Context: an optimization exercise on an open-source flow, tuned for small area. The choices shown serve that exercise and are no tape-out recipe.
Function was checked by simulation only, so behaviour that the tests miss may differ from the original.
Power is estimated from default activity; no workload was simulated.

==> inputs of trial 81 <==
Design simple_gemac, start of the top module:
module simple_gemac(
   input clk125, input reset,
   output reg GMII_TX_EN, output reg GMII_TX_ER, output reg [7:0] GMII_TXD,
   input GMII_RX_DV, input GMII_RX_ER, input [7:0] GMII_RXD,
   input pause_req, input [15:0] pause_time_req, input pause_respect_en,
   input [47:0] ucast_addr, input [47:0] mcast_addr,
   input pass_ucast, input pass_mcast, input pass_bcast, input pass_pause, input pass_all,
   output [7:0] rx_data, output reg rx_valid, output rx_error, output reg rx_ack,
   input [7:0] tx_data, input tx_valid, input tx_error, output tx_ack
    );
Settings: LEC_CHECK=0, CAP_MARGIN=20, CORE_MARGIN=2, CORE_UTILIZATION=40, PLACE_DENSITY=0.6, SLEW_MARGIN=20; clock period 4.5 ns.
standard.sh (not shown) runs the stock make flow with config.mk's settings and CLKGATE_MAP_FILE= SYNTH_SCRIPT=/design/flow/synth_recipe.tcl, a recipe that flattens the netlist after the stock synthesis.
==> flow/flow/run.sh <==
#!/bin/bash
# The standard layout (the standard.sh: standard synthesis, floorplan, place, CTS, route),
# with two changes that only shrink cells:
#  - port buffers are buf_1 instead of the default (slow, large) clkdlybuf4s50_1;
#  - CTS uses small clkbuf_2 buffers and no dummy balancing loads.
# All of standard.sh's output goes to standard_flow.log; ORFS keeps per-step logs in orfs/logs.
set -euo pipefail
bash standard.sh \
  "BUFFER_PORTS_ARGS=-buffer_cell sky130_fd_sc_hd__buf_1" \
  "CTS_ARGS=-sink_clustering_enable -repair_clock_nets -dont_use_dummy_load -buf_list sky130_fd_sc_hd__clkbuf_2" \
  finish > standard_flow.log 2>&1
==> inputs of build 2, as changes to trial 81 <==
--- a/flow/design.v
+++ b/flow/design.v
@@ -164,11 +164,11 @@
    always @(posedge clk125)
      go_filt <= (rx_state == RX_PREAMBLE) & d_d5;
    wire rx_idle = (rx_state == RX_IDLE);
    wire pkt_long_enough = &pkt_ctr;
    always @(posedge clk125)
-     if (rst | rx_idle)
+     if (rx_idle)
        pkt_ctr <= 7'd56;
      else if (~pkt_long_enough)
        pkt_ctr <= pkt_ctr + 7'd1;
    wire match_crc = (rx_crc == 32'hc704_dd7b);
    wire [31:0] rx_crc_nx;
@@ -239,22 +239,26 @@
        pause_quanta_rcvd[15:8] <= rxd_d1;
      else if (rx_state == RX_PAUSE_STORE_LSB)
        pause_quanta_rcvd[7:0] <= rxd_d1;
    reg        pqval_d1;
    reg [21:0] pause_ctr;
+   reg        pause_ld;    
    reg        paused;
    wire       pause_nz    = |pause_ctr;
-   wire       pause_apply = pause_respect_en & pause_nz;
+   wire       pause_apply = pause_respect_en & pause_ld & pause_nz;
    always @(posedge clk125)
      pqval_d1 <= (rx_state == RX_DO_PAUSE);
    always @(posedge clk125)
      if (rst)
-       pause_ctr <= 22'd0;
+       pause_ld <= 1'b0;
      else if (pqval_d1)
+       pause_ld <= 1'b1;
+   always @(posedge clk125)
+     if (pqval_d1)
        pause_ctr <= {pause_quanta_rcvd, 6'b0};
-     else if (pause_nz & paused)
-       pause_ctr <= pause_ctr - 22'd1;
+     else
+       pause_ctr <= pause_ctr - {21'd0, pause_nz & paused};
    localparam T_IDLE = 3'd0;
    localparam T_DATA = 3'd1;   
    localparam T_PSE  = 3'd2;   
    localparam T_PAD  = 3'd3;   
    localparam T_ERR  = 3'd4;
@@ -289,82 +293,86 @@
      else if (t_pse & c_zero)
        send_pause <= 1'b0;
    always @(posedge clk125)
      if (pause_req)
        pause_time_held <= pause_time_req;
+   reg tx_inc;
+   always @* begin
+      case (tx_st)
+        T_IDLE:  tx_inc = ~c_zero;
+        T_DATA:  tx_inc = (tx_cnt < 7'd8) | ~tx_error & (~tx_valid | ~c_eq68);
+        default: tx_inc = 1'b1;
+      endcase
+   end
    always @(posedge clk125)
-     if (rst) begin
-        tx_st  <= T_IDLE;
-        tx_cnt <= 7'd100;
-     end else
+     if (rst)
+       tx_cnt <= 7'd28;
+     else if (t_err)
+       tx_cnt <= 7'd0;
+     else if (crc_last)
+       tx_cnt <= 7'd116;
+     else if (tx_inc)
+       tx_cnt <= tx_cnt + 7'd1;
+   always @(posedge clk125)
+     if (rst)
+       tx_st <= T_IDLE;
+     else
        case (tx_st)
          T_IDLE :
-           if (~c_zero)
-             tx_cnt <= tx_cnt - 7'd1;
-           else if (send_pause)
-             tx_st <= T_PSE;
-           else if (tx_valid & ~pause_apply)
-             tx_st <= T_DATA;
-         T_DATA : begin
-            if (tx_cnt < 7'd8)
-              tx_cnt <= tx_cnt + 7'd1;
-            else if (tx_error) begin
-               tx_st  <= T_ERR;
-            end else if (~tx_valid) begin
-               tx_st  <= T_PAD;
-               tx_cnt <= tx_cnt + 7'd1;
-            end else if (~c_eq68)
-              tx_cnt <= tx_cnt + 7'd1;
-         end
-         T_PSE : begin
-            tx_cnt <= tx_cnt + 7'd1;
-            if (c_eq25)
-              tx_st <= T_PAD;
-         end
+           if (c_zero)
+             if (send_pause)
+               tx_st <= T_PSE;
+             else if (tx_valid & ~pause_apply)
+               tx_st <= T_DATA;
+         T_DATA :
+           if (~(tx_cnt < 7'd8))
+             if (tx_error)
+               tx_st <= T_ERR;
+             else if (~tx_valid)
+               tx_st <= T_PAD;
+         T_PSE :
+           if (c_eq25)
+             tx_st <= T_PAD;
          T_PAD :
-           if (c_eq72) begin
-              tx_st  <= T_IDLE;
-              tx_cnt <= 7'd12;
-           end else
-             tx_cnt <= tx_cnt + 7'd1;
-         default : begin
-            tx_st  <= T_IDLE;
-            tx_cnt <= 7'd0;
-         end
+           if (c_eq72)
+             tx_st <= T_IDLE;
+         default :
+           tx_st <= T_IDLE;
        endcase
    always @(posedge clk125)
-     case (tx_cnt[4:0])
-       5'd7:  pause_dat <= 8'h01;
-       5'd8:  pause_dat <= 8'h80;
-       5'd9:  pause_dat <= 8'hC2;
-       5'd10: pause_dat <= 8'h00;
-       5'd11: pause_dat <= 8'h00;
-       5'd12: pause_dat <= 8'h01;
-       5'd13: pause_dat <= ucast_addr[47:40];
-       5'd14: pause_dat <= ucast_addr[39:32];
-       5'd15: pause_dat <= ucast_addr[31:24];
-       5'd16: pause_dat <= ucast_addr[23:16];
-       5'd17: pause_dat <= ucast_addr[15:8];
-       5'd18: pause_dat <= ucast_addr[7:0];
-       5'd19: pause_dat <= 8'h88;
-       5'd20: pause_dat <= 8'h08;
-       5'd21: pause_dat <= 8'h00;
-       5'd22: pause_dat <= 8'h01;
-       5'd23: pause_dat <= pause_time_held[15:8];
+     case ({tx_cnt[3], tx_cnt[1:0]})
+       3'b101: pause_dat <= ucast_addr[47:40];
+       3'b110: pause_dat <= ucast_addr[39:32];
+       3'b111: pause_dat <= ucast_addr[31:24];
+       3'b000: pause_dat <= ucast_addr[23:16];
+       3'b001: pause_dat <= ucast_addr[15:8];
+       3'b010: pause_dat <= ucast_addr[7:0];
+       3'b011: pause_dat <= pause_time_held[15:8];
        default: pause_dat <= pause_time_held[7:0];
      endcase
+   wire [4:0] pc = tx_cnt[4:0];
+   wire [7:0] pf_byte = (pc < 5'd7)   ? 8'h55 :
+                        (pc == 5'd7)  ? 8'hD5 :
+                        (pc == 5'd8)  ? 8'h01 :
+                        (pc == 5'd9)  ? 8'h80 :
+                        (pc == 5'd10) ? 8'hC2 :
+                        (pc == 5'd13) ? 8'h01 :
+                        (pc == 5'd20) ? 8'h88 :
+                        (pc == 5'd21) ? 8'h08 :
+                        (pc == 5'd23) ? 8'h01 : 8'h00;
+   wire       pf_var  = ((pc >= 5'd14) & (pc <= 5'd19)) | (pc >= 5'd24);
    always @(posedge clk125) begin
       tx_en_pre <= ~rst & ~t_idle & ~crc_last;
       tx_er_pre <= ~rst & t_err;
-      if ((t_data | t_pse) & c_lt7)
+      if (t_pse)
+        txd_pre <= pf_var ? pause_dat : pf_byte;
+      else if (t_data & c_lt7)
         txd_pre <= 8'h55;
-      else if ((t_data | t_pse) & c_eq7)
+      else if (t_data & c_eq7)
         txd_pre <= 8'hD5;
       else if (t_data)
         txd_pre <= tx_valid ? tx_data : 8'h00;
-      else if (t_pse)
-        txd_pre <= pause_dat;
       else
         txd_pre <= 8'h00;
    end
    wire [7:0] tx_a = crc_out_ph ? 8'h00 : (tx_crc[31:24] ^ rev8(txd_pre));
    wire [31:0] tx_crc_nx;
==> flow/flow/run.sh (replaced) <==
#!/bin/bash
# The standard layout (the standard.sh: standard synthesis, floorplan, place, CTS, route),
# with changes that only shrink cells:
#  - port buffers are buf_1 instead of the default (slow, large) clkdlybuf4s50_1;
#  - CTS uses small clkbuf_2 buffers and no dummy balancing loads;
#  - after global routing, repair_timing -recover_power 100 downsizes cells that have slack.
# All of standard.sh's output goes to standard_flow.log; ORFS keeps per-step logs in orfs/logs.
set -euo pipefail
bash standard.sh \
  "BUFFER_PORTS_ARGS=-buffer_cell sky130_fd_sc_hd__buf_1" \
  "CTS_ARGS=-sink_clustering_enable -repair_clock_nets -dont_use_dummy_load -buf_list sky130_fd_sc_hd__clkbuf_2" \
  "RECOVER_POWER=100" \
  finish > standard_flow.log 2>&1
==> run notes <==
	build 2	trial 81
Run status	timing/DRC/antenna clean	timing/DRC/antenna clean
Switching power share of the total	0.313	0.320
Final net count	1,428	1,465
Area of the multi-input gates	5130 µm²	5380 µm²
Synthesis-stage register bit count	253	252
Proportion of power drawn by combinational gates	0.229	0.248
Net switching power of the design	1.56 mW	1.61 mW
Layout clock buffer count	69	70
GRT met2 Usage	0.300	0.304
Die boundary height	170 µm	171 µm
Maximum cell stage delay along the critical path	0.53 ns	0.40 ns
Post-route cell area	12,000 µm²	12,400 µm²
Clock sink count	253	252
Worst R2R Start	tx_cnt[0]	pause_ctr[12]

[static timing again, ports no longer ideal]
Ports are ideal in the flow. The routed layouts listed here were re-timed in OpenROAD.
Step 1 (the two cells are an assumption about what drives the block):
set clk [get_ports {clk125}]
set_driving_cell -lib_cell sky130_fd_sc_hd__clkbuf_16 $clk
set_driving_cell -lib_cell sky130_fd_sc_hd__buf_2 [delete_from_list [all_inputs] $clk]
Step 2, shift: input delay + t, output delay - t, t = (earliest + latest rising clock arrival at the registers) / 2. This alone moves slack from input paths to output paths.
a / b / c = ideal ports / drivers / drivers and shift; a / b = the first two.
| run | t (ns) | slack for setup (ns) | worst slew at a driven data input, ns |
|---|---|---|---|
| trial 81 | 0.759 | 1.176 / 1.129 / 1.546 | 0.06 |
| build 2 | 0.747 | 0.859 / 0.821 / 1.259 | 0.05 |
After both steps every run listed still meets setup and hold.
